This design comes from an exercise in tuning for small area on the open sky130 flow, not from production work. RTL that was checked went through simulation tests only; none was proved equivalent to the original. Power and IR drop assume default switching activity.

lane 2:
==> flow/design.v (excerpt) <==
module picoversat (
             input                 clk,
             input                 rst,
             output                trap,
             output                led,
             output [10-2:0]  imem_addr,
             input [32-1:0]  imem_rdata,
             output                dmem_en,
             output                dmem_we,
             output [10-2:0]  dmem_addr,
             output [32-1:0]  dmem_wdata,
             input [32-1:0]   dmem_rdata
             );
   reg [8:0]   pc;
   reg [31:0]  ra;
   reg [31:0]  rb;
   reg [2:0]   rc;         
   reg         led_q;
   reg [511:0] rf;         
   wire [31:0] instr = imem_rdata;
   wire [3:0]  op = instr[31:28];
   wire [41:0] opnd_sel;
   wire [31:0] rf_wsel, rf_wseln;
   wire        rb_we, led_sel;
   wire [1:0]  alu_inv, alu_ld, alu_and, alu_xor, alu_sum, alu_shft;
   wire        alu_cin, alu_shftn, alu_arith, alu_ops;
   xaddr_decoder dec (
                      .instr(instr),
                      .ra(ra[9:0]),
                      .rb(rb[9:0]),
                      .opnd_sel(opnd_sel),
                      .rf_wsel(rf_wsel),
                      .rf_wseln(rf_wseln),
                      .rb_we(rb_we),
                      .led_sel(led_sel),
                      .dmem_en(dmem_en),
                      .dmem_we(dmem_we),
                      .trap(trap),
                      .daddr(dmem_addr),
                      .alu_inv(alu_inv),
                      .alu_cin(alu_cin),
                      .alu_ld(alu_ld),
                      .alu_and(alu_and),
                      .alu_xor(alu_xor),
                      .alu_sum(alu_sum),
                      .alu_shft(alu_shft),
                      .alu_shftn(alu_shftn),
                      .alu_arith(alu_arith),
                      .alu_ops(alu_ops)
                      );
   genvar       gi, gj;
   wire [31:0] opnd;
   xregf opmux (
                .sel(opnd_sel),
                .rf(rf),
                .rb(rb),
                .rc(rc),
                .dmem(dmem_rdata),
                .instr(instr[27:0]),
                .ra(ra[15:0]),
                .q(opnd)
                );
   wire [31:0] ra_nx;
   wire [2:0]  rc_nx;
   xctrl alu (
              .ra(ra),
              .opnd(opnd),
              .inv(alu_inv),
              .cin(alu_cin),
  ...
export LEC_CHECK = 0
export CAP_MARGIN = 10
export CORE_MARGIN = 2
export CORE_UTILIZATION = 65
export CTS_CLUSTER_DIAMETER = 80
export CTS_CLUSTER_SIZE = 25
export GPL_TIMING_DRIVEN = 0
export PLACE_DENSITY = 0.75
export SETUP_SLACK_MARGIN = 0.15
export SLEW_MARGIN = 10
export SYNTH_HIERARCHICAL = 1
create_clock -name core_clock -period 7.5 [get_ports {clk}]
standard.sh (not shown) runs the stock make flow with config.mk's settings and CLKGATE_MAP_FILE= SYNTH_SCRIPT=/design/flow/synth_recipe.tcl, a recipe that flattens the netlist after the stock synthesis.
==> flow/flow/run.sh <==
#!/bin/bash
# The standard layout (standard.sh: the standard flow's own ORFS run with the standard
# synthesis), with the port buffers made of the smallest buffer cell
# (sky130_fd_sc_hd__buf_1) instead of ORFS's default choice. Every input and
# output port still gets its own buffer. ORFS writes each step's log under
# orfs/logs; standard.log holds make's own output.
set -euo pipefail
export BUFFER_PORTS_ARGS="-buffer_cell sky130_fd_sc_hd__buf_1"
bash standard.sh > standard.log 2>&1
Inputs modified between lane 2 and lane 4:
-- flow/config.mk --
<<< lane 2, line 8
export CAP_MARGIN = 10
>>> lane 4, line 8
export CAP_MARGIN = 5
<<< lane 2, line 10
export CORE_UTILIZATION = 65
export CTS_CLUSTER_DIAMETER = 80
export CTS_CLUSTER_SIZE = 25
>>> lane 4, line 10
export CORE_UTILIZATION = 55
export CTS_CLUSTER_DIAMETER = 100
export CTS_CLUSTER_SIZE = 20
<<< lane 2, line 14
export PLACE_DENSITY = 0.75
>>> lane 4, line 14
export PLACE_DENSITY = 0.65
<<< lane 2, line 16
export SLEW_MARGIN = 10
>>> lane 4, line 16
export SLEW_MARGIN = 5
[summary]
The setup slack of lane 4 is larger than that of lane 2. Against lane 2, lane 4 reports a achievable frequency that is higher. Cell count: higher on lane 4.

== v4 ==
picoversat, a different RTL version from the one above (not shown whole).
For scale: roughly 2000 cells after synthesis, ~590 flip-flops, ~120 I/O pins.
==> flow/design.v (excerpt) <==
module picoversat (
             input                 clk,
             input                 rst,
             output                trap,
             output                led,
             output [10-2:0]  imem_addr,
             input [32-1:0]  imem_rdata,
             output                dmem_en,
             output                dmem_we,
             output [10-2:0]  dmem_addr,
             output [32-1:0]  dmem_wdata,
             input [32-1:0]   dmem_rdata
             );
==> flow/config.mk <==
export PLATFORM = sky130hd
export DESIGN_NAME = picoversat
export DESIGN_NICKNAME = picoversat
export VERILOG_FILES = /design/flow/design.v
export SDC_FILE = /design/flow/constraint.sdc
export NUM_CORES = 4
export LEC_CHECK = 0
export CAP_MARGIN = 20
export CORE_MARGIN = 2
export CORE_UTILIZATION = 55
export CTS_CLUSTER_DIAMETER = 100
export CTS_CLUSTER_SIZE = 20
export GPL_TIMING_DRIVEN = 0
export PLACE_DENSITY = 0.65
export SETUP_SLACK_MARGIN = 0.15
export SLEW_MARGIN = 20
export SYNTH_HIERARCHICAL = 1
==> flow/constraint.sdc <==
create_clock -name core_clock -period 7.5 [get_ports {clk}]
set_input_delay 1.5000 -clock core_clock [delete_from_list [all_inputs] [get_ports {clk}]]
set_output_delay 1.5000 -clock core_clock [all_outputs]
set_load 0.01 [all_outputs]
==> flow/flow/run.sh <==
#!/bin/bash
set -euo pipefail
export BUFFER_PORTS_ARGS="-buffer_cell sky130_fd_sc_hd__buf_1"
export RECOVER_POWER=100
bash standard.sh > standard.log 2>&1
In v4 the implementation completed, yet the final layout does not meet the checks, the culprit being capacitance limit, slew limit.
Input changes introduced in v42 (baseline for comparison: v4):
# v4
export LEC_CHECK = 0
export CAP_MARGIN = 20
export CORE_MARGIN = 2
export CORE_UTILIZATION = 55
export CTS_CLUSTER_DIAMETER = 100
export CTS_CLUSTER_SIZE = 20
export GPL_TIMING_DRIVEN = 0
export PLACE_DENSITY = 0.65
export SETUP_SLACK_MARGIN = 0.15
export SLEW_MARGIN = 20
export SYNTH_HIERARCHICAL = 1
create_clock -name core_clock -period 7.5 [get_ports {clk}]
# v42
export LEC_CHECK = 0
export CAP_MARGIN = 20
export CORE_MARGIN = 2
export CORE_UTILIZATION = 55
export CTS_CLUSTER_DIAMETER = 150
export CTS_CLUSTER_SIZE = 30
export GPL_TIMING_DRIVEN = 0
export PLACE_DENSITY = 0.65
export SETUP_SLACK_MARGIN = 0.15
export SLEW_MARGIN = 20
export SYNTH_HIERARCHICAL = 1
create_clock -name core_clock -period 7.5 [get_ports {clk}]
==> flow/run.sh (new file) <==
#!/bin/bash
# synth_recipe.tcl (not shown) runs the flow's synth.tcl, then flattens the netlist and writes it again
# the make line also repeats each setting of config.mk as NAME=value (left out here)
make -C /OpenROAD-flow-scripts/flow DESIGN_CONFIG=/design/flow/config.mk WORK_HOME=/design/flow/orfs CLKGATE_MAP_FILE= SYNTH_SCRIPT=/design/flow/synth_recipe.tcl finish
removed: flow/flow/run.sh
removed: flow/standard.sh
--- outcome ---
v42: PASS, flow complete, no timing, DRC or antenna violations. The layout overhead on the synthesized area of v42 exceeds that of v4 by 2.7 points. Summary of v42 over v4: count of clock-buffer cells in the layout now smaller; share of synthesized area spent on multiplexers comparable. Relative to v4, v42 improves aggregate routed wire length. v42 vs v4 — worst setup slack after layout rose 0.096 ns. Diff v4 -> v42: routing usage on met1 -0.95 points; register-to-register slack now sits higher. In the route summary, v42 ends up with a via count below that of v4. When the final numbers for v42 and v4 were put side by side, the highest fanout seen on the critical path turned out to be greater in v42. Lower register fraction of the total cell area was reported by v42, not v4.
--- input diff v42..v15 ---
# v42
export LEC_CHECK = 0
export CAP_MARGIN = 20
export CORE_MARGIN = 2
export CORE_UTILIZATION = 55
export CTS_CLUSTER_DIAMETER = 150
export CTS_CLUSTER_SIZE = 30
export GPL_TIMING_DRIVEN = 0
export PLACE_DENSITY = 0.65
export SETUP_SLACK_MARGIN = 0.15
export SLEW_MARGIN = 20
export SYNTH_HIERARCHICAL = 1
create_clock -name core_clock -period 7.5 [get_ports {clk}]
# v15
export LEC_CHECK = 0
export CAP_MARGIN = 5
export CORE_MARGIN = 2
export CORE_UTILIZATION = 55
export CTS_CLUSTER_DIAMETER = 150
export CTS_CLUSTER_SIZE = 30
export GPL_TIMING_DRIVEN = 0
export PLACE_DENSITY = 0.65
export SETUP_SLACK_MARGIN = 0.15
export SLEW_MARGIN = 5
export SYNTH_HIERARCHICAL = 1
create_clock -name core_clock -period 7.5 [get_ports {clk}]
==> flow/flow/run.sh (new file) <==
#!/bin/bash
# The standard layout (standard.sh: the standard flow's own ORFS run with the standard
# synthesis), with the port buffers made of the smallest buffer cell
# (sky130_fd_sc_hd__buf_1) instead of ORFS's default choice. Every input and
# output port still gets its own buffer. ORFS writes each step's log under
# orfs/logs; standard.log holds make's own output.
set -euo pipefail
export BUFFER_PORTS_ARGS="-buffer_cell sky130_fd_sc_hd__buf_1"
bash standard.sh > standard.log 2>&1
==> flow/standard.sh (new file) <==
#!/bin/bash
# synth_recipe.tcl (not shown) runs the flow's synth.tcl, then flattens the netlist and writes it again
# the make line also repeats each setting of config.mk as NAME=value (left out here)
make -C /OpenROAD-flow-scripts/flow DESIGN_CONFIG=/design/flow/config.mk WORK_HOME=/design/flow/orfs CLKGATE_MAP_FILE= SYNTH_SCRIPT=/design/flow/synth_recipe.tcl "${@:-finish}"
removed: flow/run.sh
## What came out
- In v15, critical path depth is lower than in v42.
- Cmp v15 vs v42: total met2 wirelength after detailed routing lower in v15
- Relative to v42, length of the first detailed-routing pass in iterations has gone down in v15.
- Cell area (v15 over v42): decrease, 1000 um2
The inputs of v29 differ from those of v15 as listed below.
# v15
export LEC_CHECK = 0
export CAP_MARGIN = 5
export CORE_MARGIN = 2
export CORE_UTILIZATION = 55
export CTS_CLUSTER_DIAMETER = 150
export CTS_CLUSTER_SIZE = 30
export GPL_TIMING_DRIVEN = 0
export PLACE_DENSITY = 0.65
export SETUP_SLACK_MARGIN = 0.15
export SLEW_MARGIN = 5
export SYNTH_HIERARCHICAL = 1
create_clock -name core_clock -period 7.5 [get_ports {clk}]
# v29
export LEC_CHECK = 0
export CAP_MARGIN = 5
export CORE_MARGIN = 2
export CORE_UTILIZATION = 55
export CTS_CLUSTER_DIAMETER = 100
export CTS_CLUSTER_SIZE = 20
export GPL_TIMING_DRIVEN = 0
export PLACE_DENSITY = 0.65
export SETUP_SLACK_MARGIN = 0.15
export SLEW_MARGIN = 5
export SYNTH_HIERARCHICAL = 1
create_clock -name core_clock -period 7.5 [get_ports {clk}]
==> flow/run.sh (new file) <==
#!/bin/bash
# synth_recipe.tcl (not shown) runs the flow's synth.tcl, then flattens the netlist and writes it again
# the make line also repeats each setting of config.mk as NAME=value (left out here)
make -C /OpenROAD-flow-scripts/flow DESIGN_CONFIG=/design/flow/config.mk WORK_HOME=/design/flow/orfs CLKGATE_MAP_FILE= SYNTH_SCRIPT=/design/flow/synth_recipe.tcl finish
removed: flow/flow/run.sh
removed: flow/standard.sh
### Flow results
As of v29, pin count of the biggest net entering global routing had risen by a few percent compared to v15. Per the comparison of v29 with v15, data arrival at the endpoint of the critical path decreased 0.02 ns, overall power after layout increased by about 7% relative to the old numbers, register area share after synthesis has remained practically unchanged, fraction of area in multi-input gates moved down. Diff v15 -> v29: aggregate routed wire length held, combinational share of power went up 0.5 points, clock-buffer cell count went up 50%. Re post-route worst setup slack: v29 is 0.011 ns down on v15. Looking at worst-path cell with the longest stage delay, the sky130_fd_sc_hd__clkdlybuf4s50_1 result is from v29; the sky130_fd_sc_hd__o21ai_1 one comes from v15.
Here is what was changed in the inputs of v58 compared with v29.
# v29
export LEC_CHECK = 0
export CAP_MARGIN = 5
export CORE_MARGIN = 2
export CORE_UTILIZATION = 55
export CTS_CLUSTER_DIAMETER = 100
export CTS_CLUSTER_SIZE = 20
export GPL_TIMING_DRIVEN = 0
export PLACE_DENSITY = 0.65
export SETUP_SLACK_MARGIN = 0.15
export SLEW_MARGIN = 5
export SYNTH_HIERARCHICAL = 1
create_clock -name core_clock -period 7.5 [get_ports {clk}]
# v58
export LEC_CHECK = 0
export CAP_MARGIN = 5
export CORE_MARGIN = 2
export CORE_UTILIZATION = 55
export CTS_CLUSTER_DIAMETER = 100
export CTS_CLUSTER_SIZE = 30
export GPL_TIMING_DRIVEN = 0
export PLACE_DENSITY = 0.65
export SETUP_SLACK_MARGIN = 0.15
export SLEW_MARGIN = 5
export SYNTH_HIERARCHICAL = 1
create_clock -name core_clock -period 7.5 [get_ports {clk}]
==> flow/flow/run.sh (new file) <==
#!/bin/bash
# The standard layout (standard.sh: the standard flow's own ORFS run with the standard
# synthesis), with the port buffers made of the smallest buffer cell
# (sky130_fd_sc_hd__buf_1) instead of ORFS's default choice, and the largest
# plain buffers (buf_12, buf_16) kept out of buffer insertion and sizing, so
# long nets are repaired with smaller buffers. Every input and output port
# still gets its own buffer. ORFS writes each step's log under orfs/logs;
# standard.log holds make's own output.
set -euo pipefail
export BUFFER_PORTS_ARGS="-buffer_cell sky130_fd_sc_hd__buf_1"
export DONT_USE_CELLS="sky130_fd_sc_hd__buf_12 sky130_fd_sc_hd__buf_16"
bash standard.sh > standard.log 2>&1
==> flow/standard.sh (new file) <==
#!/bin/bash
# synth_recipe.tcl (not shown) runs the flow's synth.tcl, then flattens the netlist and writes it again
# the make line also repeats each setting of config.mk as NAME=value (left out here)
make -C /OpenROAD-flow-scripts/flow DESIGN_CONFIG=/design/flow/config.mk WORK_HOME=/design/flow/orfs CLKGATE_MAP_FILE= SYNTH_SCRIPT=/design/flow/synth_recipe.tcl "${@:-finish}"
removed: flow/run.sh
==> comparison <==
What v29 reported for clock buffer count from CTS has to be multiplied by 0.69 to get the figure for v58. v58 finished every step from synthesis to the final layout, and the layout passed the timing, design-rule and antenna checks. In the tables for v29 and v58, worst-path maximum fanout reads lower with v29. In the metrics for v29 and v58, the one carrying the lower met3 usage in global routing is v58. For the insertion delay to the later sink of the worst-skew pair, v58 came in 0.03 ns higher than v29 did. Hold slack: v58 vs v29, no meaningful difference. NOTE path depth of the worst reg2reg path v29->v58 decreased by a little under 10%. The final period utilization of v58 is lower than that of v29.
No run of this note included a check of the RTL's function; only the layout flow was run.

run A:
Another version of the RTL of picoversat (not shown whole).
Size: roughly 2000 cells after synthesis, roughly 120 I/O pins, ~24000 µm² of cells after synthesis.
Settings: LEC_CHECK=0, CAP_MARGIN=5, CORE_MARGIN=2, CORE_UTILIZATION=55, CTS_CLUSTER_DIAMETER=100, CTS_CLUSTER_SIZE=20, GPL_TIMING_DRIVEN=0, PLACE_DENSITY=0.65, SETUP_SLACK_MARGIN=0.15, SLEW_MARGIN=5, SYNTH_HIERARCHICAL=1; clock period 7.5 ns.
==> flow/flow/run.sh <==
#!/bin/bash
# The standard layout (standard.sh: the standard flow's own ORFS run with the standard
# synthesis), with the port buffers made of the smallest buffer cell
# (sky130_fd_sc_hd__buf_1) instead of ORFS's default choice. Every input and
# output port still gets its own buffer. ORFS writes each step's log under
# orfs/logs; standard.log holds make's own output.
set -euo pipefail
export BUFFER_PORTS_ARGS="-buffer_cell sky130_fd_sc_hd__buf_1"
bash standard.sh > standard.log 2>&1
Run A completed every stage of the flow, and the final layout passed the timing, design-rule and antenna checks.
#### Input delta (run B over run A)
Settings: CTS_BUF_LIST newly set to sky130_fd_sc_hd__clkbuf_8; CTS_CLUSTER_DIAMETER changed from 100 to 80; CTS_CLUSTER_SIZE changed from 20 to 16.
--- outcome ---
- Run B | status: complete | timing, DRC, antenna: pass
- Relative to run A, run B improves upper clock frequency limit.
- Delta (run B minus run A): minimum setup slack in the final design went up by 0.039 ns, post-cts repair resize count went down by 2, CTS buffer count went up by about 23%, layout overhead on the synthesized area went down by 1.3 points, logic gate share of total power went up by 0.8 points.
- On share of post-route cells with drive strength above 1: between run A and run B, it ends up lower for run B.
- Net switching component of the power ends up lower on run B.
Relative to run B, the following input files were edited for run C:
Settings: PLACE_DENSITY now 0.75, was 0.65; SLEW_MARGIN now 10, was 5; CAP_MARGIN now 10, was 5; CTS_BUF_LIST no longer set, was sky130_fd_sc_hd__clkbuf_8; CORE_UTILIZATION now 65, was 55; CTS_CLUSTER_SIZE now 25, was 16.
[summary]
- Going from run B to run C, maximum clock frequency shrank by about 0.34%, time the worst path needs with I/O delays and setup grew by 0.025 ns, post-layout total power grew by 260 µW.

[afterwards: timing with drivers on the ports]
Ports are ideal in the flow. The routed layouts listed here were re-timed in OpenROAD. Step 1, drivers: a clkbuf_16 drives clk and a buf_2 each remaining input, both assumed. Step 2 times the ports against the registers' clock, not the clock port: input delays grow and output delays shrink by t, the midpoint of the rising clock arrivals with the driver on. Three values: ideal ports, drivers, drivers and shift; two values: the first two.
run	t (ns)	setup slack, ns	worst hold slack (ns)	pins driven straight from the clock port
lane 2	0.680	0.312 / 0.348 / -0.332	0.485 / 0.485 / 0.485	1
lane 4	0.635	0.384 / 0.420 / -0.215	0.478 / 0.478 / 0.478	1
v4	0.637	0.272 / 0.292 / -0.345	0.479 / 0.479 / 0.479	1
v42	0.645	0.368 / 0.402 / -0.243	0.488 / 0.488 / 0.488	1
v15	0.657	0.273 / 0.309 / -0.348	0.484 / 0.484 / 0.484	1
v29	0.631	0.262 / 0.298 / -0.332	0.481 / 0.481 / 0.481	1
v58	0.647	0.301 / 0.335 / -0.313	0.480 / 0.480 / 0.480	1
run A	0.635	0.211 / 0.248 / -0.387	0.479 / 0.479 / 0.479	1
run B	0.712	0.251 / 0.277 / -0.435	0.483 / 0.483 / 0.483	1
run C	0.665	0.226 / 0.253 / -0.412	0.481 / 0.481 / 0.481	1
The setup slack of run B, which loses most, moves by +0.026 ns with the drivers and by -0.686 ns with both steps.
